This design comes from an exercise in tuning for small area, a short achievable clock period and few clock cycles per item on the open sky130 flow, not from production work. At most, simulation tests tie the RTL to the original design; equivalence was not proved. Only the layout flow was run in runs 7 and 8; the RTL was not checked for function there. Power and IR drop assume default switching activity.

<file path="design/flow/design.v">
`timescale 10ns / 100ps
module divider #
(
    parameter   [16:0] REGMASK = (17'b1_1111_1111_1110_1000)
)(
    input           i_rstn          ,
    input           i_sclk          ,
    input           i_input_valid   ,
    input   [15:0]  i_dividend      ,
    input   [15:0]  i_divisor       ,
    output          o_output_valid  ,
    output  [15:0]  o_quotient      ,
    output  [15:0]  o_remainder
);
    wire    [15:0]  w_rem [0:16];
    wire    [15:0]  w_aq  [0:16];    
    wire    [15:0]  w_dvs [0:16];
    wire    [16:0]  w_vld;
    wire    [15:0]  s_rem [0:16];
    wire    [15:0]  s_aq  [0:16];
    wire    [15:0]  s_dvs [0:16];
    wire    [16:0]  s_vld;
    assign w_rem[0] = 16'd0;
    assign w_aq[0]  = i_dividend;
    assign w_dvs[0] = i_divisor;
    assign w_vld[0] = i_input_valid;
    genvar k;
    generate for (k = 0; k <= 16; k = k + 1) begin : stage
        if (k >= 1) begin : row
            wire    [k-1:0] x  = (k == 1) ? s_aq[k-1][15] : {s_rem[k-1][k-2 >= 0 ? k-2 : 0:0], s_aq[k-1][15]};
            wire    [k-1:0] bl = s_dvs[k-1][k-1:0];
            localparam integer L = 7;                  
            wire    [k-1:0] gi = x & ~bl;            
            wire    [k-1:0] ti = x | ~bl;            
            wire    [k-1:0] gg [0:L];
            wire    [k-1:0] pp [0:L];
            assign gg[0] = {gi[k-1:1], 1'b1};
            assign pp[0] = {ti[(k > 1 ? k-2 : 0):0], 1'b0};
            genvar l, j;
            for (l = 0; l < L; l = l + 1) begin : lvl
                for (j = 0; j < k; j = j + 1) begin : bt
                    localparam integer s  = (l < 4) ? l : 6 - l;
                    localparam integer ok = (l < 4) ? ((j + 1) % (2 << s) == 0)
                                                    : ((j + 1) % (2 << s) == (1 << s) && j >= (2 << s));
                    if (ok) begin : comb
                        localparam integer m = j - (1 << s);
                        assign gg[l+1][j] = gg[l][j] | (pp[l][j] & gg[l][m]);
                        assign pp[l+1][j] = pp[l][j] & pp[l][m];
                    end else begin : pass
                        assign gg[l+1][j] = gg[l][j];
                        assign pp[l+1][j] = pp[l][j];
                    end
                end
            end
            wire    [k:0]   c  = {ti & gg[L], 1'b1};
            wire            hz = (k == 16) ? 1'b1 : ~|(s_dvs[k-1] >> k);
            wire            q  = hz & c[k];
            wire    [k-1:0] r  = x ^ ({k{q}} & ~(bl ^ c[k-1:0]));
            assign w_rem[k] = {{(16-k){1'b0}}, r};
            assign w_aq[k]  = {s_aq[k-1][14:0], q};
            assign w_dvs[k] = s_dvs[k-1];
            assign w_vld[k] = s_vld[k-1];
        end
        if (REGMASK[k]) begin : pipe
            reg         r_vld;
            reg [15:0]  r_aq;
            always @(posedge i_sclk or negedge i_rstn)
                if (!i_rstn) r_vld <= 1'b0;
                else         r_vld <= w_vld[k];
            always @(posedge i_sclk)
                r_aq <= w_aq[k];
            assign s_vld[k] = r_vld;
            assign s_aq[k]  = r_aq;
            if (k >= 1) begin : rem
                reg [k-1:0] r_rem;
                always @(posedge i_sclk)
                    r_rem <= w_rem[k][k-1:0];
                assign s_rem[k] = {{(16-k){1'b0}}, r_rem};
            end else begin : norem
                assign s_rem[k] = 16'd0;
            end
            if (k < 16) begin : dvs
                reg [15:0] r_dvs;
                always @(posedge i_sclk)
                    r_dvs <= w_dvs[k];
                assign s_dvs[k] = r_dvs;
            end else begin : nodvs
                assign s_dvs[k] = 16'd0;
            end
        end else begin : thru
            assign s_vld[k] = w_vld[k];
            assign s_aq[k]  = w_aq[k];
            assign s_rem[k] = w_rem[k];
            assign s_dvs[k] = w_dvs[k];
        end
    end
    endgenerate
    assign o_output_valid = s_vld[16];
    assign o_quotient     = s_aq[16];
    assign o_remainder    = s_rem[16];
endmodule
</file>
<file path="design/flow/flow/run.sh">
#!/bin/bash
# Standard synthesis, unchanged; then the standard layout with port buffers
# that the resizer may resize (no footprint matching).
set -e
bash standard.sh synth > synth.log 2>&1
bash standard.sh MATCH_CELL_FOOTPRINT=0 "BUFFER_PORTS_ARGS=-buffer_cell sky130_fd_sc_hd__buf_4" finish > layout.log 2>&1
</file>
<file path="design/flow/standard.sh">
#!/bin/bash
# synth_recipe.tcl (not shown) runs the flow's synth.tcl, then flattens the netlist and writes it again
# the make line also repeats each setting of config.mk as NAME=value (left out here)
make -C /OpenROAD-flow-scripts/flow DESIGN_CONFIG=/design/flow/config.mk WORK_HOME=/design/flow/orfs CLKGATE_MAP_FILE= SYNTH_SCRIPT=/design/flow/synth_recipe.tcl "${@:-finish}"
</file>
<file path="design/flow/config.mk">
export PLATFORM = sky130hd
export DESIGN_NAME = divider
export DESIGN_NICKNAME = divider
export VERILOG_FILES = /design/flow/design.v
export SDC_FILE = /design/flow/constraint.sdc
export NUM_CORES = 4
export LEC_CHECK = 0
export ABC_AREA = 1
export CAP_MARGIN = 20
export CORE_MARGIN = 2
export CORE_UTILIZATION = 45
export CTS_CLUSTER_DIAMETER = 80
export CTS_CLUSTER_SIZE = 30
export PLACE_DENSITY = 0.6
export SETUP_SLACK_MARGIN = 3.36
export SLEW_MARGIN = 20
</file>
<file path="design/flow/constraint.sdc">
create_clock -name core_clock -period 5.5 [get_ports {i_sclk}]
set_input_delay 1.1000 -clock core_clock [delete_from_list [all_inputs] [get_ports {i_sclk}]]
set_output_delay 1.1000 -clock core_clock [all_outputs]
set_load 0.01 [all_outputs]
</file>
==> impl_metrics.tcl, run 1 <==
set metrics [dict create \
    dr.first_iter.drc_count 427 \
    clkTransAtPathRegs_ns 0.10 \
    htreeDepth 1 \
    viasPerCell 4.50 \
    syn-cell-area_sq_mm 0.0177 \
    synth_fp_nets 1952 \
    holdPathEnd "stage[8].pipe.r_aq[8]$_DFF_P_" \
    r2r_end "stage[5].pipe.rem.r_rem[3]$_DFF_P_" \
    synth_cells 1917 \
    crit_chain "buf_6" \
    vias 11500 \
    regToRegSetupSlack_ns 3.47 \
    hold_path_depth 0 \
    grt_pass1_wl_um 47300 \
    routed_wl_um 28300 \
    cts_tree "built" \
    grt_max_degree 32 \
    port_buffers 67 \
    worstPathArrival_ns 1.08 \
    period_share_pct 39.6 \
    yosys_most_used_dff "dfxtp_1" \
    drtAntennaViolNets 0 \
    tightest_slew_ns 0.887 \
    ys_seq_area_share_pct 61.8 \
    io_pins 68 \
    wire_per_inst_um 11.0 \
    root_buffer "clkbuf_16" \
    min-delay-path-class "flip-flop to flip-flop" \
    final_cell_mix "dfxtp_1, nand2_1, inv_1, xor2_1, o21ai_0" \
    setup_viol 0 \
    grt-ovfl-total 0 \
    start_util_pct 45.6 \
    clock_skew_ns 0.0254 \
    layout-drive-gt1-share_pct 13.4 \
    antenna_found_initial 0 \
    total_leakage_power_nw 9.56 \
    tns_ns 0 \
    die-height_um 202 \
    crit_family "flip-flops" \
    vdd_ir_drop_max_mv 0.272 \
    gp_congestion 0.818 \
    synth_cell_types 50 \
    postSynthRegisterBits 542 \
    synthAdderAreaFrac_pct 0 \
    relSlewSlack_pct 40.4 \
    rr_worst_depth 16 \
    synth_compound_area_share_pct 6.70 \
    core-area_sq_mm 0.0387 \
    clock_path_buffers 3 \
    area_growth_pct 14.9 \
    cp_slowest_cell "dfrtp_1" \
    start_kind "flip-flop" \
    grt_use_total_pct 13.7 \
    avgSynthCellArea_sq_um 9.22 \
    hp-start "stage[7].pipe.r_aq[7]$_DFF_P_" \
    die-area_sq_mm 0.0409 \
    die_w_um 202 \
    stdcell_count 2564 \
    synth_top_family_by_area "simple AND/OR/NAND/NOR gates" \
    synth_xor_xnor_area_share_pct 6.44 \
    drv_cap 0 \
    critPathMaxStageDelay_ns 0.39 \
    synth_edf_count 0 \
    cts.sinks 542 \
    cts_buffers 25 \
    grt_pass1_vias 10800 \
    final_common_cell "dfxtp_1" \
    synthSimpleGateAreaFrac_pct 18.8 \
    async_reset_ff_share_pct 2.40 \
    r2r_start "stage[3].pipe.dvs.r_dvs[4]$_DFF_P_" \
    drc 0 \
    slew_viol_final 0 \
    status "no timing/DRC/antenna violations" \
    finish.utilization_pct 52.4 \
    yosysWarnings 2 \
    nNetsFinal 2067 \
    worst-path-buf-inv 1 \
    clock_latency_ns 0.58 \
    cp_max_fo 1 \
    hpwl_um 21200 \
    total_power_mw 7.49 \
    critPathKind "flip-flop to output pin" \
    antenna_cells 0 \
    n_fill_cell 3474 \
    worstSetupEndpointType "output pin" \
    dr.pass1.iters 5 \
    dp.cells 2494 \
    rsz0062_at_grt "yes" \
    std_cell_rows 72 \
    fmax_mhz 459 \
    power_density_mw_per_mm2 369 \
    finalCriticalPeriod_ns 2.18 \
    hold_viol 0 \
    synthMuxAreaShare_pct 0 \
    worstPathRequired_ns 4.40 \
]
[stage by stage]
stage                     worst slack, ns  hold WS, ns  instance area [sq um]
after global routing                 3.23        0.318                  20300
after floorplan                      3.23        0.310                  17700
after CTS                            3.29        0.309                  19800
final                                3.32        0.330                  20300
after global placement               2.95        0.309                  18800
after detailed placement             2.80        0.312                  18800
[where the power goes]
| part | switching, mW | internal [mW] | leakage, nW |
|---|---|---|---|
| combinational | 0.513 | 0.411 | 4.57 |
| sequential | 0.153 | 4.19 | 4.58 |
| clock | 1.24 | 0.980 | 0.411 |
| total | 1.91 | 5.58 | 9.56 |
[sequential cells by signal, indices dropped and copies added (netlist names)]
| register | flops |
|---|---|
| stage.pipe.r_vld | 13 |
| stage.pipe.dvs.r_dvs | 192 |
| stage.pipe.rem.r_rem | 129 |
| stage.pipe.r_aq | 208 |
[worst max path at each step]
stage | from | slack, ns | depth (start not counted) | end
after floorplan | i_divisor[11] | 3.23 | 11 | stage[3].pipe.rem.r_rem[0]$_DFF_P_
after global placement | i_divisor[7] | 2.95 | 12 | stage[3].pipe.rem.r_rem[0]$_DFF_P_
after detailed placement | i_divisor[3] | 2.80 | 12 | stage[3].pipe.rem.r_rem[0]$_DFF_P_
after CTS | stage[16].pipe.r_vld$_DFF_PN0_ | 3.29 | 1 | o_output_valid
after global routing | i_divisor[4] | 3.23 | 12 | stage[3].pipe.rem.r_rem[0]$_DFF_P_
final | stage[16].pipe.r_vld$_DFF_PN0_ | 3.32 | 1 | o_output_valid
[per-layer routing]
| metal | routed length (um) | track usage [%] | vias to the layer above | part of all wire, % |
|---|---|---|---|---|
| li1 | - | - | 6225 | - |
| met1 | 12300 | 16.1 | 5112 | 44 |
| met2 | 14400 | 25.2 | 147 | 51 |
| met3 | 1000 | 1.97 | 44 | 3.5 |
| met4 | 605 | 5.32 | 0 | 2.1 |
| met5 | 0 | 0 | - | 0 |
[cell families after synthesis]
| logic type | count (synthesis) |
|---|---|
| flip-flops | 542 |
| XOR/XNOR | 130 |
| buffers and inverters | 287 |
| AND/OR/NAND/NOR | 748 |
| AO/OA/AOI/OAI | 210 |
[area by class of cell]
cell class	count	area, sq um	area share [%]
Tap cell	518	648	3.19
Clock buffer	30	674	3.32
Timing Repair Buffer	94	900	4.43
Inverter	278	1060	5.22
Clock inverter	11	161	0.795
Multi-Input combinational cell	1091	5910	29.1
Sequential cell	542	11000	54.0
[cells in the mapped netlist (3+ instances only)]
library cell  instances  area share [%]
dfxtp_1             529              60
nand2_2              14            0.50
or2_2                10            0.35
buf_4                 3            0.13
o21ai_0              93             2.6
o21ai_1              44             1.2
dfrtp_1              13             1.8
a21oi_2               3            0.15
buf_2                 3           0.085
nor4_1                5            0.18
inv_2                14            0.30
o211ai_1              6            0.25
or4_1                 4            0.17
o22ai_1              18            0.64
xnor2_1              25             1.2
nor2_2                8            0.28
nor3_1               10            0.28
or2_1                 3            0.11
nand3_1              91             2.6
nor2_4               10            0.64
nor2_1               79             1.7
nand2_1             462             9.8
o221ai_1              4            0.20
inv_1               263             5.6
nand4_1              27            0.96
a21o_1                3            0.13
a31oi_1               3            0.11
nand2_4               3            0.19
o21bai_1              5            0.21
a21oi_1              21            0.59
xor2_1              105             5.2
nand3b_1             13            0.55
[what timing repair did]
action                     4_1_cts  5_1_grt
hold buffers                     0        0
setup endpoints to repair       56      127
cloned                           0        3
gates resized for setup         45       84
buffers inserted                 2       24
pin swaps                        1       24
Testbench counts, summed over its fixed seeds: cycles 16,104, items 16,000.
==> run 2: changes to the inputs <==
--- a/design/flow/config.mk
+++ b/design/flow/config.mk
@@ -8,3 +8,3 @@
 export ABC_AREA = 1
-export CAP_MARGIN = 20
+export CAP_MARGIN = 5
 export CORE_MARGIN = 2
@@ -14,3 +14,3 @@
 export PLACE_DENSITY = 0.6
-export SETUP_SLACK_MARGIN = 3.36
-export SLEW_MARGIN = 20
+export SETUP_SLACK_MARGIN = 3.3
+export SLEW_MARGIN = 5
==> impl_metrics.tcl, run 2 <==
set metrics [dict create \
    status "no timing/DRC/antenna violations" \
    tns_ns 0 \
    cts_tree "built" \
    grt_max_degree 32 \
    antenna_cells 0 \
    ys_seq_area_share_pct 61.8 \
    clock_skew_ns 0.0246 \
    avgSynthCellArea_sq_um 9.22 \
    finalCriticalPeriod_ns 2.18 \
    finish.utilization_pct 51.7 \
    synth_edf_count 0 \
    hpwl_um 20800 \
    grt-ovfl-total 0 \
    hold_viol 0 \
    layout-drive-gt1-share_pct 11.5 \
    dr.pass1.iters 5 \
    core-area_sq_mm 0.0387 \
    synth_cell_types 50 \
    worstPathRequired_ns 4.40 \
    clock_path_buffers 3 \
    die-area_sq_mm 0.0409 \
    drc 0 \
    die-height_um 202 \
    stdcell_count 2560 \
    synth_top_family_by_area "simple AND/OR/NAND/NOR gates" \
    synthSimpleGateAreaFrac_pct 18.8 \
    synth_compound_area_share_pct 6.70 \
    synth_fp_nets 1952 \
    cp_slowest_cell "dfrtp_1" \
    tightest_slew_ns 0.984 \
    viasPerCell 4.50 \
    worstPathArrival_ns 1.08 \
    setup_viol 0 \
    dr.first_iter.drc_count 450 \
    dp.cells 2494 \
    yosysTopAreaCellShare_pct 59.9 \
    largest-register "stage.pipe.r_aq" \
    synthAdderAreaFrac_pct 0 \
    nNetsFinal 2062 \
    grt_use_total_pct 13.3 \
    grt_pass1_vias 10400 \
    syn-cell-area_sq_mm 0.0177 \
    grt_pass1_wl_um 45900 \
    clkTransAtPathRegs_ns 0.10 \
    yosysWarnings 2 \
    final_cell_mix "dfxtp_1, nand2_1, inv_1, xor2_1, o21ai_0" \
    worst-path-buf-inv 1 \
    area_growth_pct 13.3 \
    drv_cap 0 \
    critPathMaxStageDelay_ns 0.38 \
    yosys.area.top_type "dfxtp_1" \
    cts.sinks 542 \
    cts_buffers 26 \
    min-delay-path-class "input port to async pin" \
    period_share_pct 39.5 \
    port_buffers 67 \
    root_buffer "clkbuf_16" \
    antenna_found_initial 1 \
    crit_chain "buf_6" \
    crit_family "flip-flops" \
    std_cell_rows 72 \
    routed_wl_um 27900 \
    largest_reg_flops 208 \
    drtAntennaViolNets 0 \
    gp_congestion 0.805 \
    slew_viol_final 0 \
    io_pins 68 \
    start_util_pct 45.6 \
    total_leakage_power_nw 9.48 \
    cp_max_fo 1 \
    clock_latency_ns 0.58 \
    critPathKind "flip-flop to output pin" \
    yosysMostFrequentCell "dfxtp_1" \
    synth_area_leaders "dfxtp_1, nand2_1, inv_1, xor2_1, o21ai_0" \
    final_common_cell "dfxtp_1" \
    postSynthRegisterBits 542 \
    worstSetupEndpointType "output pin" \
    synthMuxAreaShare_pct 0 \
    wire_per_inst_um 10.9 \
    async_reset_ff_share_pct 2.40 \
    synth_cells 1917 \
    synth_xor_xnor_area_share_pct 6.44 \
    die_w_um 202 \
    rsz0062_at_grt "yes" \
    vias 11500 \
    synth_commonest_cells "dfxtp_1, nand2_1, inv_1" \
    yosys_most_used_dff "dfxtp_1" \
    start_kind "flip-flop" \
    vdd_ir_drop_max_mv 0.207 \
    power_density_mw_per_mm2 375 \
    htreeDepth 1 \
    relSlewSlack_pct 34.3 \
    fmax_mhz 460 \
    reg_top3 "stage.pipe.r_aq: 208 flops, stage.pipe.dvs.r_dvs: 192 flops, stage.pipe.rem.r_rem: 129 flops" \
]
[run 2: cell counts after synthesis]
Identical to the previous run, type by type.
[run 2: final timing paths]
kind                            depth (start not counted)                             endpoint                            startpoint  slack, ns
worst min-delay path                                    1        stage[3].pipe.r_vld$_DFF_PN0_                                i_rstn       0.33
worst min register to register                          0       stage[15].pipe.r_aq[5]$_DFF_P_        stage[14].pipe.r_aq[4]$_DFF_P_       0.33
worst max-delay path                                    1                       o_output_valid        stage[16].pipe.r_vld$_DFF_PN0_       3.32
min in group core_clock                                 0       stage[15].pipe.r_aq[5]$_DFF_P_        stage[14].pipe.r_aq[4]$_DFF_P_       0.33
max in group asynchronous                               1        stage[6].pipe.r_vld$_DFF_PN0_                                i_rstn       5.00
worst max register to register                          5  stage[11].pipe.rem.r_rem[7]$_DFF_P_  stage[10].pipe.dvs.r_dvs[14]$_DFF_P_       3.42
[run 2: area by class of cell]
| class | count | area, sq um |
|---|---|---|
| well taps | 518 | 648 |
| fillers | 3541 | 18700 |
| flip-flops and latches | 542 | 10900 |
| repair buffers | 88 | 677 |
| inverters | 278 | 1050 |
| clock inverters | 16 | 250 |
| clock buffers | 27 | 654 |
| multi-input cells | 1091 | 5810 |
[run 2: cell families (layout without fill, tap and decap cells)]
family | after synthesis | in the layout
and+or+nand+nor | 748 | 751
DFF | 542 | 542
buffers and inverters | 287 | 409
AOI/OAI and AO/OA | 210 | 210
xor gates and xnor gates | 130 | 130
[run 2: routing by layer]
metal	global-route usage [%]	vias to the layer above	share of wire, %
li1	-	6220	-
met5	0	-	0
met2	24.2	166	48
met3	1.90	58	3.5
met1	15.7	5084	45
met4	5.47	0	3.3
[run 2: report_power, final]
part | leakage, nW | internal, mW | switching [mW] | total [mW]
logic | 4.48 | 0.370 | 0.503 | 0.873
clock network | 0.440 | 1.03 | 1.27 | 2.30
registers | 4.57 | 4.18 | 0.144 | 4.32
[run 2: stage by stage]
stage / cell area [sq um] / setup WS (ns) / hold WS [ns] / total power, mW
CTS: 19700 / 3.29 / 0.304 / 7.57
global placement: 18800 / 2.92 / 0.310 / 5.22
floorplan: 17700 / 3.22 / 0.310 / 5.00
global route: 20000 / 3.27 / 0.308 / 7.91
detailed placement: 18800 / 2.87 / 0.312 / 5.25
finish: 20000 / 3.32 / 0.327 / 7.50
[run 2: what timing repair did]
item | 4_1_cts | 5_1_grt
hold buffers | 0 | 0
setup buffers | 2 | 18
pin swaps | 1 | 7
endpoints found under the hold margin | 0 | 0
cloned | 0 | 3
resized for setup | 7 | 32
endpoints found under the setup margin | 27 | 75
==> run 3: changes to the inputs <==
--- a/design/flow/config.mk
+++ b/design/flow/config.mk
@@ -8,9 +8,9 @@
 export ABC_AREA = 1
-export CAP_MARGIN = 5
+export CAP_MARGIN = 20
 export CORE_MARGIN = 2
-export CORE_UTILIZATION = 45
+export CORE_UTILIZATION = 55
 export CTS_CLUSTER_DIAMETER = 80
 export CTS_CLUSTER_SIZE = 30
-export PLACE_DENSITY = 0.6
+export PLACE_DENSITY = 0.7
 export SETUP_SLACK_MARGIN = 3.3
-export SLEW_MARGIN = 5
+export SLEW_MARGIN = 20
==> impl_metrics.tcl, run 3 <==
set metrics [dict create \
    cts.sinks 542 \
    relSlewSlack_pct 36.2 \
    grt_pass1_wl_um 45200 \
    dr.pass1.iters 5 \
    layout-drive-gt1-share_pct 11.4 \
    viasPerCell 4.75 \
    setup_ws_ns 3.33 \
    dr.first_iter.drc_count 533 \
    hpwl_um 20300 \
    grt_pass1_vias 10500 \
    start_kind "flip-flop" \
    critPathMaxStageDelay_ns 0.39 \
    yosysTopAreaCellShare_pct 59.9 \
    clock_path_buffers 3 \
    wire_per_inst_um 11.2 \
    power_density_mw_per_mm2 363 \
    clock_skew_ns 0.0237 \
    reg_top3 "stage.pipe.r_aq: 208 flops, stage.pipe.dvs.r_dvs: 192 flops, stage.pipe.rem.r_rem: 129 flops" \
    worst-path-buf-inv 1 \
    worstPathArrival_ns 1.07 \
    async_reset_ff_share_pct 2.40 \
    area_growth_pct 11.7 \
    antenna_found_initial 0 \
    postSynthRegisterBits 542 \
    critPathKind "flip-flop to output pin" \
    core-area_sq_mm 0.0316 \
    worstSetupEndpointType "output pin" \
    ys_seq_area_share_pct 61.8 \
    syn-cell-area_sq_mm 0.0177 \
    setup_viol 0 \
    total_leakage_power_nw 9.42 \
    fmax_mhz 461 \
    largest_reg_flops 208 \
    root_buffer "clkbuf_16" \
    drv_cap 0 \
    die-height_um 183 \
    final_cell_mix "dfxtp_1, nand2_1, inv_1, xor2_1, o21ai_0" \
    crit_chain "buf_6" \
    routed_wl_um 27200 \
    gp_congestion 0.862 \
    drc 0 \
    synth_commonest_cells "dfxtp_1, nand2_1, inv_1" \
    grt_max_degree 32 \
    place_ws_ns 2.84 \
    grt_use_total_pct 16.0 \
    nNetsFinal 2062 \
    vdd_ir_drop_max_mv 0.295 \
    cp_max_fo 1 \
    htreeDepth 1 \
    start_util_pct 55.9 \
    hold_viol 0 \
    hold_slack_ns 0.326 \
    cts_tree "built" \
    synth_area_leaders "dfxtp_1, nand2_1, inv_1, xor2_1, o21ai_0" \
    yosys_most_used_dff "dfxtp_1" \
    finalCriticalPeriod_ns 2.17 \
    cts_buffers 23 \
    die-area_sq_mm 0.0336 \
    yosys.area.top_type "dfxtp_1" \
    drtAntennaViolNets 0 \
    vias 11600 \
    tns_ns 0 \
    clock_latency_ns 0.57 \
    worstPathRequired_ns 4.40 \
    tightest_slew_ns 0.955 \
    yosysWarnings 2 \
    rsz0062_at_grt "yes" \
    synth_cells 1917 \
    crit_family "flip-flops" \
    synth_cell_types 50 \
    status "no timing/DRC/antenna violations" \
    port_buffers 67 \
    avgSynthCellArea_sq_um 9.22 \
    period_share_pct 39.4 \
    hold_buffers 0 \
    synth_edf_count 0 \
    final_common_cell "dfxtp_1" \
    grt-ovfl-total 0 \
    clkTransAtPathRegs_ns 0.10 \
    cp_slowest_cell "dfrtp_1" \
    std_cell_rows 65 \
    min-delay-path-class "flip-flop to flip-flop" \
    synth_fp_nets 1952 \
    largest-register "stage.pipe.r_aq" \
    yosysMostFrequentCell "dfxtp_1" \
    die_w_um 183 \
    antenna_cells 0 \
    io_pins 68 \
    slew_viol_final 0 \
]
run 3: power breakdown:
part	switching, mW	total (mW)	internal (mW)
logic	0.505	0.880	0.375
registers	0.143	4.32	4.18
clock network	1.15	1.97	0.817
run 3: through the flow:
stage               cells  util (%)  power [mW]  cell area (sq um)
detailed placement   2378      58.9        5.24              18600
CTS                  2416      61.3        7.20              19400
global placement     2378      58.9        5.21              18600
global route         2439      62.4        7.55              19700
finish               2439      62.4        7.17              19700
floorplan            1917         -        5.00              17700
run 3: what timing repair did:
item                       in CTS  in global routing
pin swaps                       1                 18
setup buffers                   3                 21
resized for setup               3                 47
cloned                          0                  2
setup endpoints to repair      12                 70
run 3: logic make-up after synthesis:
| kind of cell | synth area share [%] |
|---|---|
| flip-flops | 61.8 |
| XOR/XNOR | 6.44 |
| AO/OA/AOI/OAI | 6.70 |
| AND/OR/NAND/NOR | 18.8 |
| buffers and inverters | 6.27 |
run 3: area by class of cell:
class	count	area, sq um
Sequential cell	542	10900
Tap cell	402	503
Clock inverter	8	92.6
Fill cell	2597	11900
Multi-Input combinational cell	1090	5830
Timing Repair Buffer	92	738
Inverter	278	1050
Clock buffer	27	601
run 3: worst paths after layout:
kind	cells after the start	start	slack (ns)	end
setup / recovery	1	stage[16].pipe.r_vld$_DFF_PN0_	3.33	o_output_valid
hold / removal	0	stage[13].pipe.r_aq[12]$_DFF_P_	0.33	stage[14].pipe.r_aq[13]$_DFF_P_
setup reg to reg	7	stage[9].pipe.dvs.r_dvs[13]$_DFF_P_	3.44	stage[10].pipe.rem.r_rem[0]$_DFF_P_
hold reg to reg	0	stage[13].pipe.r_aq[12]$_DFF_P_	0.33	stage[14].pipe.r_aq[13]$_DFF_P_
max in group asynchronous	1	i_rstn	4.98	stage[6].pipe.r_vld$_DFF_PN0_
min in group asynchronous	1	i_rstn	0.35	stage[7].pipe.r_vld$_DFF_PN0_
run 3: routing by layer:
metal | global-route usage, % | vias to the layer above | part of all wire [%]
met5 | 0 | - | 0
met4 | 5.22 | 0 | 2.5
met3 | 2.03 | 48 | 3.1
met2 | 29.8 | 175 | 50
met1 | 19.1 | 5166 | 44
li1 | - | 6192 | -
==> run 4: changes to the inputs <==
--- a/design/flow/config.mk
+++ b/design/flow/config.mk
@@ -10,6 +10,6 @@
 export CORE_MARGIN = 2
-export CORE_UTILIZATION = 55
+export CORE_UTILIZATION = 40
 export CTS_CLUSTER_DIAMETER = 80
 export CTS_CLUSTER_SIZE = 30
-export PLACE_DENSITY = 0.7
+export PLACE_DENSITY = 0.5
 export SETUP_SLACK_MARGIN = 3.3
==> impl_metrics.tcl, run 4 <==
set metrics [dict create \
    status "no timing/DRC/antenna violations" \
    grt_max_degree 32 \
    antenna_cells 0 \
    cts_tree "built" \
    grt_use_total_pct 12.5 \
    root_buffer "clkbuf_16" \
    final_common_cell "dfxtp_1" \
    yosys.area.top_type "dfxtp_1" \
    dpl_cell_area_sq_mm 0.0189 \
    power_density_mw_per_mm2 379 \
    largest-register "stage.pipe.r_aq" \
    worst-path-buf-inv 1 \
    largest_reg_flops 208 \
    synth_xor_xnor_area_share_pct 6.44 \
    crit_chain "buf_6" \
    total_power_mw 7.71 \
    period_share_pct 40.0 \
    fmax_mhz 455 \
    tightest_slew_ns 0.981 \
    synth_commonest_cells "dfxtp_1, nand2_1, inv_1" \
    hpwl_um 21900 \
    wire_per_inst_um 11.3 \
    clock_skew_ns 0.0194 \
    synth_area_leaders "dfxtp_1, nand2_1, inv_1, xor2_1, o21ai_0" \
    tns_ns 0 \
    ys_seq_area_share_pct 61.8 \
    critPathMaxStageDelay_ns 0.39 \
    yosysMostFrequentCell "dfxtp_1" \
    grt_pass1_vias 10600 \
    synth_edf_count 0 \
    io_pins 68 \
    die-area_sq_mm 0.0459 \
    drv_cap 0 \
    synth_fp_nets 1952 \
    vdd_ir_drop_max_mv 0.238 \
    relSlewSlack_pct 34.1 \
    drc 0 \
    reg_top3 "stage.pipe.r_aq: 208 flops, stage.pipe.dvs.r_dvs: 192 flops, stage.pipe.rem.r_rem: 129 flops" \
    total_leakage_power_nw 9.59 \
    synthMuxAreaShare_pct 0 \
    synth_top_family_by_area "simple AND/OR/NAND/NOR gates" \
    avgSynthCellArea_sq_um 9.22 \
    vias 11500 \
    finalCriticalPeriod_ns 2.20 \
    yosysTopAreaCellShare_pct 59.9 \
    multiInputGateArea_sq_mm 0.00590 \
    viasPerCell 4.34 \
    syn-cell-area_sq_mm 0.0177 \
    start_util_pct 40.2 \
    rsz0062_at_grt "yes" \
    antenna_found_initial 0 \
    synth_cell_types 50 \
    cp_slowest_cell "dfrtp_1" \
    area_growth_pct 15.3 \
    dr.first_iter.drc_count 443 \
    port_buffers 67 \
    final_cell_mix "dfxtp_1, nand2_1, inv_1, xor2_1, o21ai_0" \
    grt-ovfl-total 0 \
    htreeDepth 1 \
    core-area_sq_mm 0.0439 \
    gp_congestion 0.811 \
    drtAntennaViolNets 0 \
    slew_viol_final 0 \
    std_cell_rows 77 \
    n_fill_cell 4250 \
    yosys_most_used_dff "dfxtp_1" \
    clock_path_buffers 3 \
    worstPathArrival_ns 1.10 \
    crit_family "flip-flops" \
    cts_buffers 29 \
    clock_latency_ns 0.60 \
    cp_max_fo 1 \
    grt_pass1_wl_um 48500 \
    cts.sinks 542 \
    yosysWarnings 2 \
    layout-drive-gt1-share_pct 12.5 \
    worstPathRequired_ns 4.40 \
    start_kind "flip-flop" \
    setup_viol 0 \
    synthAdderAreaFrac_pct 0 \
    synthSimpleGateAreaFrac_pct 18.8 \
    worstSetupEndpointType "output pin" \
    nNetsFinal 2070 \
    async_reset_ff_share_pct 2.40 \
    synth_compound_area_share_pct 6.70 \
    hold_viol 0 \
    critPathKind "flip-flop to output pin" \
    dr.pass1.iters 4 \
    routed_wl_um 29800 \
    regArea_sq_mm 0.0109 \
    finalInstanceArea_sq_mm 0.0204 \
    die_w_um 214 \
    clkTransAtPathRegs_ns 0.10 \
    postSynthRegisterBits 542 \
    synth_cells 1917 \
    die-height_um 214 \
    min-delay-path-class "input port to async pin" \
]
run 4: final cells by class:
class,count,area share [%]
clock buffer,32,3.67
clock inverter,19,1.31
inverter,278,5.22
multi-input combinational,1092,29.0
sequential,542,53.6
tap,592,3.64
timing repair buffer,92,3.59
run 4: per-stage QoR:
step / std cells / hold WS [ns] / worst slack (ns) / util [%]
after detailed placement: 2568 / 0.312 / 2.80 / 43.0
after floorplan: 1917 / 0.310 / 3.22 / -
after global placement: 2568 / 0.310 / 2.87 / 43.0
final: 2647 / 0.325 / 3.30 / 46.4
after CTS: 2619 / 0.294 / 3.26 / 45.4
after global routing: 2647 / 0.307 / 3.25 / 46.4
run 4: kinds of logic after synthesis:
kind of cell              Yosys count
DFF                               542
AOI/OAI and AO/OA                 210
buffers and inverters             287
xor gates and xnor gates          130
and+or+nand+nor                   748
run 4: power by group:
group / internal (mW) / switching [mW] / total (mW)
registers: 4.18 / 0.145 / 4.32
logic: 0.375 / 0.520 / 0.895
clock network: 1.09 / 1.41 / 2.50
run 4: path summary, 6_finish.rpt:
path                                                          start                                  end  slack (ns)  cells after the start
worst min-delay path                                         i_rstn       stage[16].pipe.r_vld$_DFF_PN0_        0.33                      1
worst max register to register  stage[13].pipe.rem.r_rem[0]$_DFF_P_  stage[14].pipe.rem.r_rem[7]$_DFF_P_        3.49                     16
worst min register to register      stage[11].pipe.r_aq[11]$_DFF_P_      stage[12].pipe.r_aq[12]$_DFF_P_        0.33                      0
max in group asynchronous                                    i_rstn       stage[15].pipe.r_vld$_DFF_PN0_        5.00                      1
worst max-delay path                 stage[16].pipe.r_vld$_DFF_PN0_                       o_output_valid        3.30                      1
min in group core_clock             stage[11].pipe.r_aq[11]$_DFF_P_      stage[12].pipe.r_aq[12]$_DFF_P_        0.33                      0
run 4: routing by layer:
| layer | up-vias | track usage, % | share of wire (%) |
|---|---|---|---|
| met4 | 0 | 4.75 | 2.6 |
| met2 | 118 | 22.2 | 49 |
| met5 | - | 0 | 0 |
| met3 | 51 | 1.72 | 3.0 |
| met1 | 5089 | 15.5 | 46 |
| li1 | 6229 | - | - |
run 4: timing repair:
action,CTS,global route
gates resized for setup,10,52
hold buffers,0,0
cloned,0,4
pin swaps,0,13
setup buffers,0,24
setup endpoints to repair,28,88
==> run 5: changes to the inputs <==
--- a/design/flow/config.mk
+++ b/design/flow/config.mk
@@ -10,6 +10,7 @@
 export CORE_MARGIN = 2
-export CORE_UTILIZATION = 40
+export CORE_UTILIZATION = 50
 export CTS_CLUSTER_DIAMETER = 80
 export CTS_CLUSTER_SIZE = 30
-export PLACE_DENSITY = 0.5
+export GPL_TIMING_DRIVEN = 0
+export PLACE_DENSITY = 0.65
 export SETUP_SLACK_MARGIN = 3.3
==> impl_metrics.tcl, run 5 <==
set metrics [dict create \
    dr.pass1.iters 4 \
    rr_worst_depth 5 \
    dr.first_iter.drc_count 474 \
    routed_wl_um 28100 \
    yosys.area.top_type "dfxtp_1" \
    vdd_ir_drop_max_mv 0.335 \
    gp_congestion 0.867 \
    clkTransAtPathRegs_ns 0.10 \
    yosys_most_used_dff "dfxtp_1" \
    grt_pass1_vias 10500 \
    worstPathRequired_ns 5.97 \
    largest_reg_flops 208 \
    drc 0 \
    die_w_um 192 \
    final_common_cell "dfxtp_1" \
    area_growth_pct 11.9 \
    hold_viol 0 \
    regToRegSetupSlack_ns 3.49 \
    start_util_pct 50.9 \
    setup_viol 0 \
    crit_chain "buf_4, nor2_1, nand4_1, nor3_4, inv_2, nor3_4, nand2_1, nand3_1, nand2_2, and2_1, nand2_1, nand2_1" \
    internal_power_mw 5.50 \
    die-area_sq_mm 0.0369 \
    grt-ovfl-total 0 \
    vias 11400 \
    async_reset_ff_share_pct 2.40 \
    reg_top3 "stage.pipe.r_aq: 208 flops, stage.pipe.dvs.r_dvs: 192 flops, stage.pipe.rem.r_rem: 129 flops" \
    wire_per_inst_um 11.3 \
    finish.utilization_pct 57.0 \
    worstSetupEndpointType "flip-flop" \
    drv_cap 0 \
    synth_area_leaders "dfxtp_1, nand2_1, inv_1, xor2_1, o21ai_0" \
    power_density_mw_per_mm2 371 \
    tns_ns 0 \
    total_power_mw 7.35 \
    hpwl_um 21000 \
    total_leakage_power_nw 9.41 \
    core-area_sq_mm 0.0347 \
    crit_family "simple AND/OR/NAND/NOR gates" \
    critPathKind "input port to flip-flop" \
    crit_top_cell "nand2_1" \
    dpl_cell_area_sq_mm 0.0188 \
    worst-path-buf-inv 2 \
    cp_max_fo 4 \
    relSlewSlack_pct 40.0 \
    postSynthRegisterBits 542 \
    htreeDepth 1 \
    layout-drive-gt1-share_pct 10.7 \
    hold_buffers 0 \
    start_kind "input port" \
    cp-startpoint "i_divisor[7]" \
    rsz0062_at_grt "yes" \
    place_ws_ns 2.73 \
    min-delay-path-class "flip-flop to flip-flop" \
    nNetsFinal 2056 \
    antenna_cells 0 \
    clock_path_buffers 3 \
    critPathMaxStageDelay_ns 0.31 \
    cts_buffers 24 \
    finalCriticalPeriod_ns 2.18 \
    ys_seq_area_share_pct 61.8 \
    stdcell_count 2489 \
    port_buffers 67 \
    slew_viol_final 0 \
    power_frac_comb_pct 12.1 \
    largest-register "stage.pipe.r_aq" \
    setup_ws_ns 3.32 \
    synth_fp_nets 1952 \
    grt_use_total_pct 15.0 \
    cts.sinks 542 \
    grt_max_degree 32 \
    switching_power_mw 1.85 \
    std_cell_rows 68 \
    yosysMostFrequentCell "dfxtp_1" \
    syn-cell-area_sq_mm 0.0177 \
    drtAntennaViolNets 0 \
    p_sw_share_pct 25.2 \
    root_buffer "clkbuf_16" \
    status "no timing/DRC/antenna violations" \
    worstSetupPathDepth 12 \
    cp_slowest_cell "nor3_4" \
    finalInstanceArea_sq_mm 0.0198 \
    p_seq_share_pct 58.7 \
    period_share_pct 39.7 \
    grt_pass1_wl_um 45700 \
    synth_commonest_cells "dfxtp_1, nand2_1, inv_1" \
    r2r_end "stage[11].pipe.rem.r_rem[5]$_DFF_P_" \
    endpoint "stage[3].pipe.rem.r_rem[0]$_DFF_P_" \
    die-height_um 192 \
    synth_cells 1917 \
    pwr-share-clk_pct 29.2 \
    synth_cell_types 50 \
    clock_latency_ns 0.57 \
    fmax_mhz 458 \
    avgSynthCellArea_sq_um 9.22 \
    viasPerCell 4.59 \
    yosysWarnings 2 \
    yosysTopAreaCellShare_pct 59.9 \
    cts_tree "built" \
    dp.cells 2439 \
    io_pins 68 \
    final_cell_mix "dfxtp_1, nand2_1, inv_1, xor2_1, o21ai_0" \
    worstPathArrival_ns 2.65 \
    antenna_found_initial 0 \
    tightest_slew_ns 0.898 \
    clock_skew_ns 0.0300 \
    synth_edf_count 0 \
    r2r_start "stage[10].pipe.dvs.r_dvs[14]$_DFF_P_" \
    hold_slack_ns 0.329 \
]
[run 5: cell families after synthesis]
kind of cell / after synthesis / synth area share [%]
flops: 542 / 61.8
xor+xnor: 130 / 6.44
compound gates: 210 / 6.70
buf+inv: 287 / 6.27
simple gates: 748 / 18.8
[run 5: worst min-delay path by stage]
stage	slack (ns)	from	end	cells after the start
floorplan	0.31	stage[9].pipe.r_aq[9]$_DFF_P_	stage[10].pipe.r_aq[10]$_DFF_P_	0
global placement	0.31	stage[9].pipe.r_aq[8]$_DFF_P_	stage[10].pipe.r_aq[9]$_DFF_P_	0
detailed placement	0.31	stage[10].pipe.r_aq[14]$_DFF_P_	stage[11].pipe.r_aq[15]$_DFF_P_	0
CTS	0.33	i_rstn	stage[15].pipe.r_vld$_DFF_PN0_	1
global route	0.34	i_rstn	stage[15].pipe.r_vld$_DFF_PN0_	1
finish	0.33	stage[14].pipe.r_aq[4]$_DFF_P_	stage[15].pipe.r_aq[5]$_DFF_P_	0
[run 5: per-layer routing]
| metal | up-vias | GRT usage [%] | wire length (um) |
|---|---|---|---|
| li1 | 6199 | - | - |
| met1 | 5041 | 17.4 | 12500 |
| met2 | 141 | 28.1 | 14000 |
| met3 | 48 | 2.12 | 829 |
| met4 | 0 | 5.08 | 833 |
| met5 | - | 0 | 0 |
[run 5: final cells by class]
class,instances,area [sq um]
clock inverters,11,178
multi-input cells,1091,5790
fillers,3025,14900
flip-flops and latches,542,10900
repair buffers,75,564
inverters,278,1050
well taps,455,569
plain buffers,9,86.3
clock buffers,28,626
[run 5: timing repair]
action | 4_1_cts | 5_1_grt
gates cloned | 0 | 4
buffers inserted | 0 | 7
resized for setup | 3 | 35
setup endpoints to repair | 7 | 59
pin swaps | 0 | 7
[run 5: power by group through the flow]
stage / Combinational [mW] / Clock, mW / Sequential [mW]
after floorplan: 0.606 / 0 / 4.40
after detailed placement: 0.851 / 0 / 4.41
final: 0.890 / 2.14 / 4.31
after CTS: 0.854 / 2.22 / 4.32
after global placement: 0.821 / 0 / 4.40
after global routing: 1.01 / 2.36 / 4.35
==> run 6: changes to the inputs <==
--- a/design/flow/config.mk
+++ b/design/flow/config.mk
@@ -10,7 +10,7 @@
 export CORE_MARGIN = 2
-export CORE_UTILIZATION = 50
-export CTS_CLUSTER_DIAMETER = 80
-export CTS_CLUSTER_SIZE = 30
+export CORE_UTILIZATION = 45
+export CTS_CLUSTER_DIAMETER = 70
+export CTS_CLUSTER_SIZE = 24
 export GPL_TIMING_DRIVEN = 0
-export PLACE_DENSITY = 0.65
+export PLACE_DENSITY = 0.6
 export SETUP_SLACK_MARGIN = 3.3
==> impl_metrics.tcl, run 6 <==
set metrics [dict create \
    hold_viol 0 \
    dr.first_iter.drc_count 560 \
    async_reset_ff_share_pct 2.40 \
    std_cell_rows 72 \
    multiInputGateArea_sq_mm 0.00581 \
    io_pins 68 \
    port_buffers 67 \
    relSlewSlack_pct 44.4 \
    grt-ovfl-total 0 \
    antenna_found_initial 0 \
    cp_slowest_cell "dfrtp_1" \
    met3WireLength_um 896 \
    drc 0 \
    grt_pass1_vias 10600 \
    avgSynthCellArea_sq_um 9.22 \
    htreeDepth 1 \
    n_fill_cell 3516 \
    dr_wl_met2_um 14000 \
    cts.sinks 542 \
    finalCriticalPeriod_ns 2.18 \
    largest-register "stage.pipe.r_aq" \
    critPathMaxStageDelay_ns 0.38 \
    synth_area_leaders "dfxtp_1, nand2_1, inv_1, xor2_1, o21ai_0" \
    cts_tree "built" \
    die-height_um 202 \
    setup_viol 0 \
    dr.pass1.iters 5 \
    yosys.area.top_type "dfxtp_1" \
    die-area_sq_mm 0.0409 \
    yosysMostFrequentCell "dfxtp_1" \
    period_share_pct 39.6 \
    tightest_slew_ns 0.828 \
    final_common_cell "dfxtp_1" \
    synth_edf_count 0 \
    worstPathRequired_ns 4.40 \
    gp_congestion 0.830 \
    rsz0062_at_grt "yes" \
    hold_buffers 0 \
    area_growth_pct 13.7 \
    hpwl_um 20900 \
    start_util_pct 45.6 \
    drtAntennaViolNets 0 \
    yosys_most_used_dff "dfxtp_1" \
    yosysTopAreaCellShare_pct 59.9 \
    top_layer_used "met4" \
    fmax_mhz 459 \
    vias 11500 \
    min-delay-path-class "input port to async pin" \
    yosysWarnings 2 \
    cts_buffers 31 \
    status "no timing/DRC/antenna violations" \
    final_cell_mix "dfxtp_1, nand2_1, inv_1, xor2_1, o21ai_0" \
    crit_family "flip-flops" \
    postSynthRegisterBits 542 \
    routed_wl_um 28300 \
    synth_cells 1917 \
    worst-path-buf-inv 1 \
    power_density_mw_per_mm2 382 \
    reg_top3 "stage.pipe.r_aq: 208 flops, stage.pipe.dvs.r_dvs: 192 flops, stage.pipe.rem.r_rem: 129 flops" \
    clock_path_buffers 3 \
    ys_seq_area_share_pct 61.8 \
    synth_cell_types 50 \
    drv_cap 0 \
    start_kind "flip-flop" \
    cp_max_fo 1 \
    total_leakage_power_nw 9.53 \
    crit_chain "buf_6" \
    slew_viol_final 0 \
    clkTransAtPathRegs_ns 0.09 \
    antenna_cells 0 \
    synth_commonest_cells "dfxtp_1, nand2_1, inv_1" \
    clock_latency_ns 0.59 \
    critPathKind "flip-flop to output pin" \
    grt_use_total_pct 13.6 \
    grt_pass1_wl_um 46900 \
    syn-cell-area_sq_mm 0.0177 \
    vdd_ir_drop_max_mv 0.280 \
    regArea_sq_mm 0.0109 \
    total_power_mw 7.67 \
    clock_skew_ns 0.0156 \
    tns_ns 0 \
    layout-drive-gt1-share_pct 11.4 \
    worstPathArrival_ns 1.08 \
    root_buffer "clkbuf_16" \
    m1WireLength_um 12400 \
    largest_reg_flops 208 \
    viasPerCell 4.50 \
    die_w_um 202 \
    synth_fp_nets 1952 \
    wire_per_inst_um 11.1 \
    nNetsFinal 2064 \
    grt_max_degree 26 \
    core-area_sq_mm 0.0387 \
    worstSetupEndpointType "output pin" \
]
run 6: cell count changes in the layout (fill, tap and decap cells not counted), sizes merged:
cell	change
clkbuf	+4
inv	+4
buf	+2
clkinv	+1
clkinvlp	-1
run 6: path summary, 6_finish.rpt:
| check | from | endpoint | slack, ns | cells after the start |
|---|---|---|---|---|
| max | stage[16].pipe.r_vld$_DFF_PN0_ | o_output_valid | 3.32 | 1 |
| min | i_rstn | stage[6].pipe.r_vld$_DFF_PN0_ | 0.33 | 1 |
| max reg2reg | stage[14].pipe.dvs.r_dvs[0]$_DFF_P_ | stage[15].pipe.rem.r_rem[1]$_DFF_P_ | 3.46 | 18 |
| min reg2reg | stage[11].pipe.r_aq[3]$_DFF_P_ | stage[12].pipe.r_aq[4]$_DFF_P_ | 0.33 | 0 |
| max in group asynchronous | i_rstn | stage[5].pipe.r_vld$_DFF_PN0_ | 5.00 | 1 |
| min in group core_clock | stage[11].pipe.r_aq[3]$_DFF_P_ | stage[12].pipe.r_aq[4]$_DFF_P_ | 0.33 | 0 |
run 6: cell families (layout without fill, tap and decap cells):
| kind of cell | count (synthesis) | in the layout | synth area share (%) |
|---|---|---|---|
| AND/OR/NAND/NOR | 748 | 750 | 18.8 |
| buffers and inverters | 287 | 411 | 6.27 |
| flip-flops | 542 | 542 | 61.8 |
| AO/OA/AOI/OAI | 210 | 211 | 6.70 |
| XOR/XNOR | 130 | 130 | 6.44 |
run 6: final cells by class:
cell class              instances  share of cell area [%]
flip-flops and latches        542                    54.3
multi-input cells            1091                    28.9
inverters                     278                    5.20
clock buffers                  33                    3.90
well taps                     518                    3.23
repair buffers                 76                    2.86
clock inverters                15                    1.15
plain buffers                   9                   0.430
run 6: per-layer routing:
layer	GRT usage (%)	vias up
li1	-	6217
met1	15.9	5076
met2	24.9	160
met3	1.93	66
met4	6.15	0
met5	0	-
run 6: worst reg2reg max path, stage by stage (launching register included):
cell and delay (ns):
dfxtp_1 0.34, inv_1 0.07, nor2_4 0.11, o21ai_2 0.07, nand3_1 0.09, nand3_1 0.12, nand3_1 0.09, nand2_1 0.10
nand2_1 0.08, nand2_1 0.07, nand2_1 0.11, nand2_1 0.08, nand2_1 0.09, nand2_2 0.10, nand2_4 0.10, buf_8 0.15
nor2_1 0.05, nand2_1 0.06, nand2_1 0.05
run 6: power breakdown:
group          switching [mW]  internal [mW]  leakage [nW]
Clock                    1.30           1.17         0.492
Combinational           0.515          0.367          4.47
Sequential              0.141           4.17          4.57
Total                    1.96           5.71          9.53
run 6: through the flow:
| stage | instances | worst slack, ns | util, % | cell area [sq um] | hold slack [ns] |
|---|---|---|---|---|---|
| finish | 2562 | 3.32 | 51.9 | 20100 | 0.326 |
| global route | 2562 | 3.23 | 51.9 | 20100 | 0.304 |
| detailed placement | 2502 | 2.77 | 48.7 | 18800 | 0.312 |
| global placement | 2502 | 2.80 | 48.7 | 18800 | 0.309 |
| floorplan | 1917 | 3.22 | - | 17700 | 0.310 |
| CTS | 2550 | 3.28 | 51.3 | 19900 | 0.302 |
run 6: what timing repair did:
item	CTS	global route
resized for setup	2	43
cloned	0	4
setup buffers	0	8
endpoints found under the setup margin	7	55
pin swaps	0	14
==> run 7: changes to the inputs <==
--- a/design/flow/design.v
+++ b/design/flow/design.v
@@ -3,3 +3,4 @@
 (
-    parameter   [16:0] REGMASK = (17'b1_1111_1111_1110_1000)
+    parameter   [16:0] REGMASK = (17'b1_1111_1111_1010_1000),
+    parameter   [16:0] FASTMASK = (17'b0_0000_0000_1111_0000)
 )(
@@ -42,6 +43,7 @@
                     localparam integer s  = (l < 4) ? l : 6 - l;
-                    localparam integer ok = (l < 4) ? ((j + 1) % (2 << s) == 0)
-                                                    : ((j + 1) % (2 << s) == (1 << s) && j >= (2 << s));
+                    localparam integer ok = FASTMASK[k] ? (l < 4 && ((j >> l) & 1))
+                                          : (l < 4) ? ((j + 1) % (2 << s) == 0)
+                                          : ((j + 1) % (2 << s) == (1 << s) && j >= (2 << s));
                     if (ok) begin : comb
-                        localparam integer m = j - (1 << s);
+                        localparam integer m = FASTMASK[k] ? ((j >> l) << l) - 1 : j - (1 << s);
                         assign gg[l+1][j] = gg[l][j] | (pp[l][j] & gg[l][m]);
--- a/design/flow/config.mk
+++ b/design/flow/config.mk
@@ -11,5 +11,4 @@
 export CORE_UTILIZATION = 45
-export CTS_CLUSTER_DIAMETER = 70
-export CTS_CLUSTER_SIZE = 24
-export GPL_TIMING_DRIVEN = 0
+export CTS_CLUSTER_DIAMETER = 80
+export CTS_CLUSTER_SIZE = 30
 export PLACE_DENSITY = 0.6
==> impl_metrics.tcl, run 7 <==
set metrics [dict create \
    period_share_pct 40.1 \
    relSlewSlack_pct 24.2 \
    yosysWarnings 2 \
    largest_reg_flops 192 \
    grt_use_total_pct 14.0 \
    dr.pass1.iters 5 \
    hpwl_um 19100 \
    internal_power_mw 5.10 \
    grt_pass1_wl_um 45600 \
    cts_tree "built" \
    viasPerCell 4.63 \
    cp_max_fo 7 \
    worstPathRequired_ns 5.95 \
    power_density_mw_per_mm2 351 \
    clock_skew_ns 0.0157 \
    stdcell_count 2495 \
    worstSetupEndpointType "flip-flop" \
    cp_slowest_cell "dfxtp_2" \
    setup_viol 0 \
    synth_area_leaders "dfxtp_1, nand2_1, inv_1, xor2_1, o21ai_0" \
    layout-drive-gt1-share_pct 17.3 \
    std_cell_rows 70 \
    reg_top3 "stage.pipe.r_aq: 192 flops, stage.pipe.dvs.r_dvs: 176 flops, stage.pipe.rem.r_rem: 123 flops" \
    clkTransAtPathRegs_ns 0.11 \
    pwr-share-clk_pct 28.6 \
    critPathKind "flip-flop to flip-flop" \
    io_pins 68 \
    die-height_um 196 \
    tightest_slew_ns 1.13 \
    cts_buffers 23 \
    min-delay-path-class "flip-flop to flip-flop" \
    p_seq_share_pct 58.2 \
    yosysMostFrequentCell "nand2_1" \
    worst-path-buf-inv 1 \
    yosys_most_used_dff "dfxtp_1" \
    p_sw_share_pct 25.9 \
    hold_slack_ns 0.321 \
    dr.first_iter.drc_count 387 \
    crit_top_cell "nand3_2" \
    gp_congestion 0.820 \
    start_util_pct 45.6 \
    die-area_sq_mm 0.0386 \
    drv_cap 0 \
    regToRegSetupSlack_ns 3.30 \
    postSynthRegisterBits 503 \
    yosysTopAreaCellShare_pct 59.0 \
    finalCriticalPeriod_ns 2.20 \
    vdd_ir_drop_max_mv 0.285 \
    rsz0062_at_grt "yes" \
    synth_commonest_cells "nand2_1, dfxtp_1, inv_1" \
    total_power_mw 6.88 \
    final_common_cell "dfxtp_1" \
    total_leakage_power_nw 9.32 \
    cts.sinks 503 \
    clock_latency_ns 0.54 \
    routed_wl_um 28000 \
    wire_per_inst_um 11.2 \
    slew_viol_final 0 \
    fmax_mhz 454 \
    die_w_um 196 \
    worstPathArrival_ns 2.65 \
    dp.cells 2405 \
    grt_pass1_vias 10600 \
    area_growth_pct 17.9 \
    ys_seq_area_share_pct 60.8 \
    status "no timing/DRC/antenna violations" \
    grt_max_degree 32 \
    synth_cell_types 49 \
    port_buffers 67 \
    start_kind "flip-flop" \
    critPathMaxStageDelay_ns 0.34 \
    syn-cell-area_sq_mm 0.0167 \
    clock_path_buffers 3 \
    antenna_found_initial 0 \
    power_frac_comb_pct 13.2 \
    synth_fp_nets 1913 \
    crit_family "simple AND/OR/NAND/NOR gates" \
    yosys.area.top_type "dfxtp_1" \
    vias 11600 \
    core-area_sq_mm 0.0365 \
    grt-ovfl-total 0 \
    crit_chain "nor2_2, nand3_2, nor3_4, buf_6, nand4_1, nand3_2, nand2_2, o21ai_4, nand2_2, a21oi_4, nand3_2, nand2_1, nand2_1" \
    final_cell_mix "dfxtp_1, nand2_1, inv_1, buf_4" \
    antenna_cells 0 \
    avgSynthCellArea_sq_um 8.87 \
    nNetsFinal 2051 \
    synth_edf_count 0 \
    hp-start "stage[7].pipe.r_aq[9]$_DFF_P_" \
    root_buffer "clkbuf_16" \
    htreeDepth 1 \
    r2r_start "stage[5].pipe.dvs.r_dvs[9]$_DFF_P_" \
    drc 0 \
    async_reset_ff_share_pct 2.39 \
    switching_power_mw 1.78 \
    hold_viol 0 \
    synth_cells 1878 \
    drtAntennaViolNets 0 \
    cp-startpoint "stage[5].pipe.dvs.r_dvs[9]$_DFF_P_" \
    tns_ns 0 \
    largest-register "stage.pipe.r_aq" \
]
## run 7: area by class of cell
cell class                      count  area, sq um
Fill cell                        3301        16900
Inverter                          261         1000
Clock inverter                      9          108
Timing Repair Buffer              110          886
Multi-Input combinational cell   1115         6240
Tap cell                          468          586
Timing Repair inverter              2         12.5
Clock buffer                       27          621
Sequential cell                   503        10200
## run 7: per-layer routing
metal	up-vias	wire length (um)	GRT usage [%]
met5	-	0	0
met4	0	872	4.43
met3	57	779	1.83
met2	125	15400	28.7
met1	5206	11000	14.5
li1	6167	-	-
## run 7: power by group through the flow
| stage | clock network, mW | logic, mW | registers (mW) |
|---|---|---|---|
| floorplan | 0 | 0.538 | 4.08 |
| global placement | 0 | 0.738 | 4.08 |
| detailed placement | 0 | 0.761 | 4.08 |
| CTS | 2.06 | 0.818 | 4.00 |
| global route | 2.20 | 1.03 | 4.04 |
| finish | 1.97 | 0.909 | 4.01 |
## run 7: path summary, 6_finish.rpt
kind,to,cells after the start
hold / removal,stage[8].pipe.r_aq[10]$_DFF_P_,0
hold reg to reg,stage[8].pipe.r_aq[10]$_DFF_P_,0
setup / recovery,stage[7].pipe.rem.r_rem[5]$_DFF_P_,13
setup reg to reg,stage[7].pipe.rem.r_rem[5]$_DFF_P_,13
min in group asynchronous,stage[5].pipe.r_vld$_DFF_PN0_,1
max in group asynchronous,stage[12].pipe.r_vld$_DFF_PN0_,1
## run 7: what timing repair did
item	CTS	global route
hold buffers	0	0
resized for setup	88	162
pin swaps	17	71
hold endpoints to repair	0	0
setup buffers	15	27
gates cloned	9	3
endpoints found under the setup margin	121	125
## run 7: cells by family (layout without fill, tap and decap cells)
logic type             Yosys count  in the layout  share of synthesized area (%)
AO/OA/AOI/OAI                  225            225                           7.61
flip-flops                     503            503                           60.8
buffers and inverters          270            409                           6.17
AND/OR/NAND/NOR                767            777                           19.5
XOR/XNOR                       113            113                           5.94
## run 7: worst reg2reg max path, delay by kind of cell, from the launching register on
kind	cells	cell delay [ns]
AO/OA/AOI/OAI	2	0.46
buffers and inverters	1	0.15
flip-flops	1	0.34
AND/OR/NAND/NOR	10	1.16
## run 7: per-stage QoR
step / setup slack, ns / util [%] / instance area (sq um)
2_1_floorplan: 3.14 / - / 16700
3_3_place_gp: 2.75 / 48.5 / 17700
3_5_place_dp: 2.65 / 48.5 / 17700
4_1_cts: 3.26 / 51.8 / 18900
5_1_grt: 3.10 / 53.8 / 19600
6_report: 3.30 / 53.8 / 19600
==> run 8: changes to the inputs <==
--- a/design/flow/design.v
+++ b/design/flow/design.v
@@ -3,4 +3,4 @@
 (
-    parameter   [16:0] REGMASK = (17'b1_1111_1111_1010_1000),
-    parameter   [16:0] FASTMASK = (17'b0_0000_0000_1111_0000)
+    parameter   [16:0] REGMASK = (17'b1_1111_1111_1110_1000),
+    parameter   [16:0] FASTMASK = (17'b0_0000_0000_0011_0000)
 )(
==> impl_metrics.tcl, run 8 <==
set metrics [dict create \
    critPathMaxStageDelay_ns 0.38 \
    grt_max_degree 32 \
    synth_cells 1917 \
    reg_top3 "stage.pipe.r_aq: 208 flops, stage.pipe.dvs.r_dvs: 192 flops, stage.pipe.rem.r_rem: 129 flops" \
    drc 0 \
    avgSynthCellArea_sq_um 9.22 \
    yosysWarnings 2 \
    synthSimpleGateAreaFrac_pct 18.8 \
    synth_fp_nets 1952 \
    worstSetupEndpointType "output pin" \
    area_growth_pct 13.3 \
    synth_edf_count 0 \
    std_cell_rows 72 \
    clock_skew_ns 0.0246 \
    period_share_pct 39.5 \
    cts_buffers 26 \
    grt_use_met2_pct 24.2 \
    critPathKind "flip-flop to output pin" \
    grt-ovfl-total 0 \
    synthMuxAreaShare_pct 0 \
    hold_viol 0 \
    relSlewSlack_pct 34.3 \
    synth_commonest_cells "dfxtp_1, nand2_1, inv_1" \
    largest_reg_flops 208 \
    total_leakage_power_nw 9.48 \
    cp_slowest_cell "dfrtp_1" \
    grt_busiest_layer "met2" \
    port_buffers 67 \
    async_reset_ff_share_pct 2.40 \
    antenna_cells 0 \
    die-height_um 202 \
    start_util_pct 45.6 \
    viasPerCell 4.50 \
    syn-cell-area_sq_mm 0.0177 \
    finalCriticalPeriod_ns 2.18 \
    synth_compound_area_share_pct 6.70 \
    core-area_sq_mm 0.0387 \
    die-area_sq_mm 0.0409 \
    setup_viol 0 \
    yosysMostFrequentCell "dfxtp_1" \
    status "no timing/DRC/antenna violations" \
    fmax_mhz 460 \
    vdd_ir_drop_max_mv 0.207 \
    worstPathRequired_ns 4.40 \
    grt_pass1_vias 10400 \
    htreeDepth 1 \
    nNetsFinal 2062 \
    wire_per_inst_um 10.9 \
    min-delay-path-class "input port to async pin" \
    grtUsageMet3_pct 1.90 \
    worst-path-buf-inv 1 \
    synthAdderAreaFrac_pct 0 \
    gp_congestion 0.805 \
    io_pins 68 \
    slew_viol_final 0 \
    postSynthRegisterBits 542 \
    finish.utilization_pct 51.7 \
    worstPathArrival_ns 1.08 \
    drv_cap 0 \
    layout-drive-gt1-share_pct 11.5 \
    root_buffer "clkbuf_16" \
    drtAntennaViolNets 0 \
    yosys_most_used_dff "dfxtp_1" \
    dr.first_iter.drc_count 450 \
    crit_chain "buf_6" \
    r2r_start "stage[10].pipe.dvs.r_dvs[14]$_DFF_P_" \
    tightest_slew_ns 0.984 \
    grt_pass1_wl_um 45900 \
    synth_xor_xnor_area_share_pct 6.44 \
    power_density_mw_per_mm2 375 \
    regToRegSetupSlack_ns 3.42 \
    n_fill_cell 3541 \
    routed_wl_um 27900 \
    yosysTopAreaCellShare_pct 59.9 \
    clock_path_buffers 3 \
    ys_seq_area_share_pct 61.8 \
    cts.sinks 542 \
    die_w_um 202 \
    crit_family "flip-flops" \
    grt_use_total_pct 13.3 \
    final_common_cell "dfxtp_1" \
    antenna_found_initial 1 \
    hpwl_um 20800 \
    cts_tree "built" \
    clkTransAtPathRegs_ns 0.10 \
    yosys.area.top_type "dfxtp_1" \
    rr_worst_depth 5 \
    vias 11500 \
    multiInputGateArea_sq_mm 0.00581 \
    grtUsageMet1_pct 15.7 \
    synth_top_family_by_area "simple AND/OR/NAND/NOR gates" \
    largest-register "stage.pipe.r_aq" \
    synth_area_leaders "dfxtp_1, nand2_1, inv_1, xor2_1, o21ai_0" \
    final_cell_mix "dfxtp_1, nand2_1, inv_1, xor2_1, o21ai_0" \
    cp_max_fo 1 \
    rsz0062_at_grt "yes" \
    dr.pass1.iters 5 \
    regArea_sq_mm 0.0109 \
    start_kind "flip-flop" \
    tns_ns 0 \
    clock_latency_ns 0.58 \
    synth_cell_types 50 \
    r2r_end "stage[11].pipe.rem.r_rem[7]$_DFF_P_" \
]
run 8: changes by cell type after synthesis, sizes merged, moves of 8 or more:
cell,delta
o21ai,-16
nand2,-36
xor2,+10
dfxtp,+38
nand3,-8
inv,+16
run 8: metrics by stage:
stage	area, sq um	std cells	total power [mW]	setup slack (ns)	hold WS (ns)
final	20000	2560	7.50	3.32	0.327
after global routing	20000	2560	7.91	3.27	0.308
after CTS	19700	2539	7.57	3.29	0.304
after detailed placement	18800	2494	5.25	2.87	0.312
after global placement	18800	2494	5.22	2.92	0.310
after floorplan	17700	1917	5.00	3.22	0.310
run 8: cell type report:
cell class,instances,share of cell area [%]
Multi-Input combinational cell,1091,29.0
Timing Repair Buffer,88,3.38
Tap cell,518,3.24
Sequential cell,542,54.6
Clock buffer,27,3.27
Inverter,278,5.26
Clock inverter,16,1.25
run 8: layer usage:
metal	up-vias	part of all wire (%)
met5	-	0
met3	58	3.5
li1	6220	-
met2	166	48
met1	5084	45
met4	0	3.3
run 8: worst max-delay path by stage:
| stage | from | to | slack (ns) | cells after the start |
|---|---|---|---|---|
| after CTS | stage[16].pipe.r_vld$_DFF_PN0_ | o_output_valid | 3.29 | 1 |
| final | stage[16].pipe.r_vld$_DFF_PN0_ | o_output_valid | 3.32 | 1 |
| after global placement | i_divisor[7] | stage[3].pipe.rem.r_rem[0]$_DFF_P_ | 2.92 | 12 |
| after floorplan | i_divisor[9] | stage[3].pipe.rem.r_rem[0]$_DFF_P_ | 3.22 | 11 |
| after global routing | stage[10].pipe.r_aq[15]$_DFF_P_ | stage[11].pipe.rem.r_rem[7]$_DFF_P_ | 3.27 | 15 |
| after detailed placement | i_divisor[7] | stage[3].pipe.rem.r_rem[0]$_DFF_P_ | 2.87 | 12 |
run 8: cells by family (layout without fill, tap and decap cells):
family,Yosys count,count (layout)
xor gates and xnor gates,130,130
DFF,542,542
AOI/OAI and AO/OA,210,210
and+or+nand+nor,748,751
buffers and inverters,287,409
run 8: repair_timing:
| item | CTS | global route |
|---|---|---|
| pin swaps | 1 | 7 |
| buffers inserted | 2 | 18 |
| gates resized for setup | 7 | 32 |
| cloned | 0 | 3 |
| hold buffers | 0 | 0 |
| setup endpoints to repair | 27 | 75 |
run 8: report_power, final:
group          internal (mW)  total [mW]  switching, mW
registers               4.18        4.32          0.144
logic                  0.370       0.873          0.503
clock network           1.03        2.30           1.27
total                   5.58        7.50           1.92

==> afterwards: timing with drivers on the ports <==
In the flow no input, the clock included, has a driving cell. The finished layouts below were timed again as built, in two steps. Step 1 (the two cells are an assumption about what drives the block):
set clk [get_ports {i_sclk}]
set_driving_cell -lib_cell sky130_fd_sc_hd__clkbuf_16 $clk
set_driving_cell -lib_cell sky130_fd_sc_hd__buf_2 [delete_from_list [all_inputs] $clk]
Step 2 adds t to the input delays and takes it off the output delays; t is the mean of the earliest and latest rising clock arrival at the registers after step 1. Input paths then give back, and output paths get back, about the clock's delay inside the block. Three values: no drivers, after step 1, after step 2; two values: the first two.
| run | t (ns) | slack for setup (ns) | worst setup path after step 2 | worst data-port slew with drivers (ns) | pins driven straight from the clock port |
|---|---|---|---|---|---|
| run 1 | 0.615 | 3.323 / 3.272 / 2.762 | input to register | 0.05 | 1 |
| run 2 | 0.623 | 3.325 / 3.275 / 2.873 | input to register | 0.05 | 1 |
| run 3 | 0.604 | 3.330 / 3.280 / 2.769 | input to register | 0.04 | 1 |
| run 4 | 0.639 | 3.301 / 3.247 / 2.774 | input to register | 0.03 | 1 |
| run 5 | 0.602 | 3.318 / 3.283 / 2.742 | input to register | 0.03 | 1 |
| run 6 | 0.638 | 3.320 / 3.270 / 2.751 | input to register | 0.05 | 1 |
| run 7 | 0.585 | 3.296 / 3.296 / 2.777 | input to register | 0.05 | 1 |
| run 8 | 0.623 | 3.325 / 3.275 / 2.873 | input to register | 0.05 | 1 |
After both steps setup and hold are still met in every run listed. For run 5, which loses most, drivers alone change the setup slack by -0.035 ns; drivers and shift together by -0.576 ns.
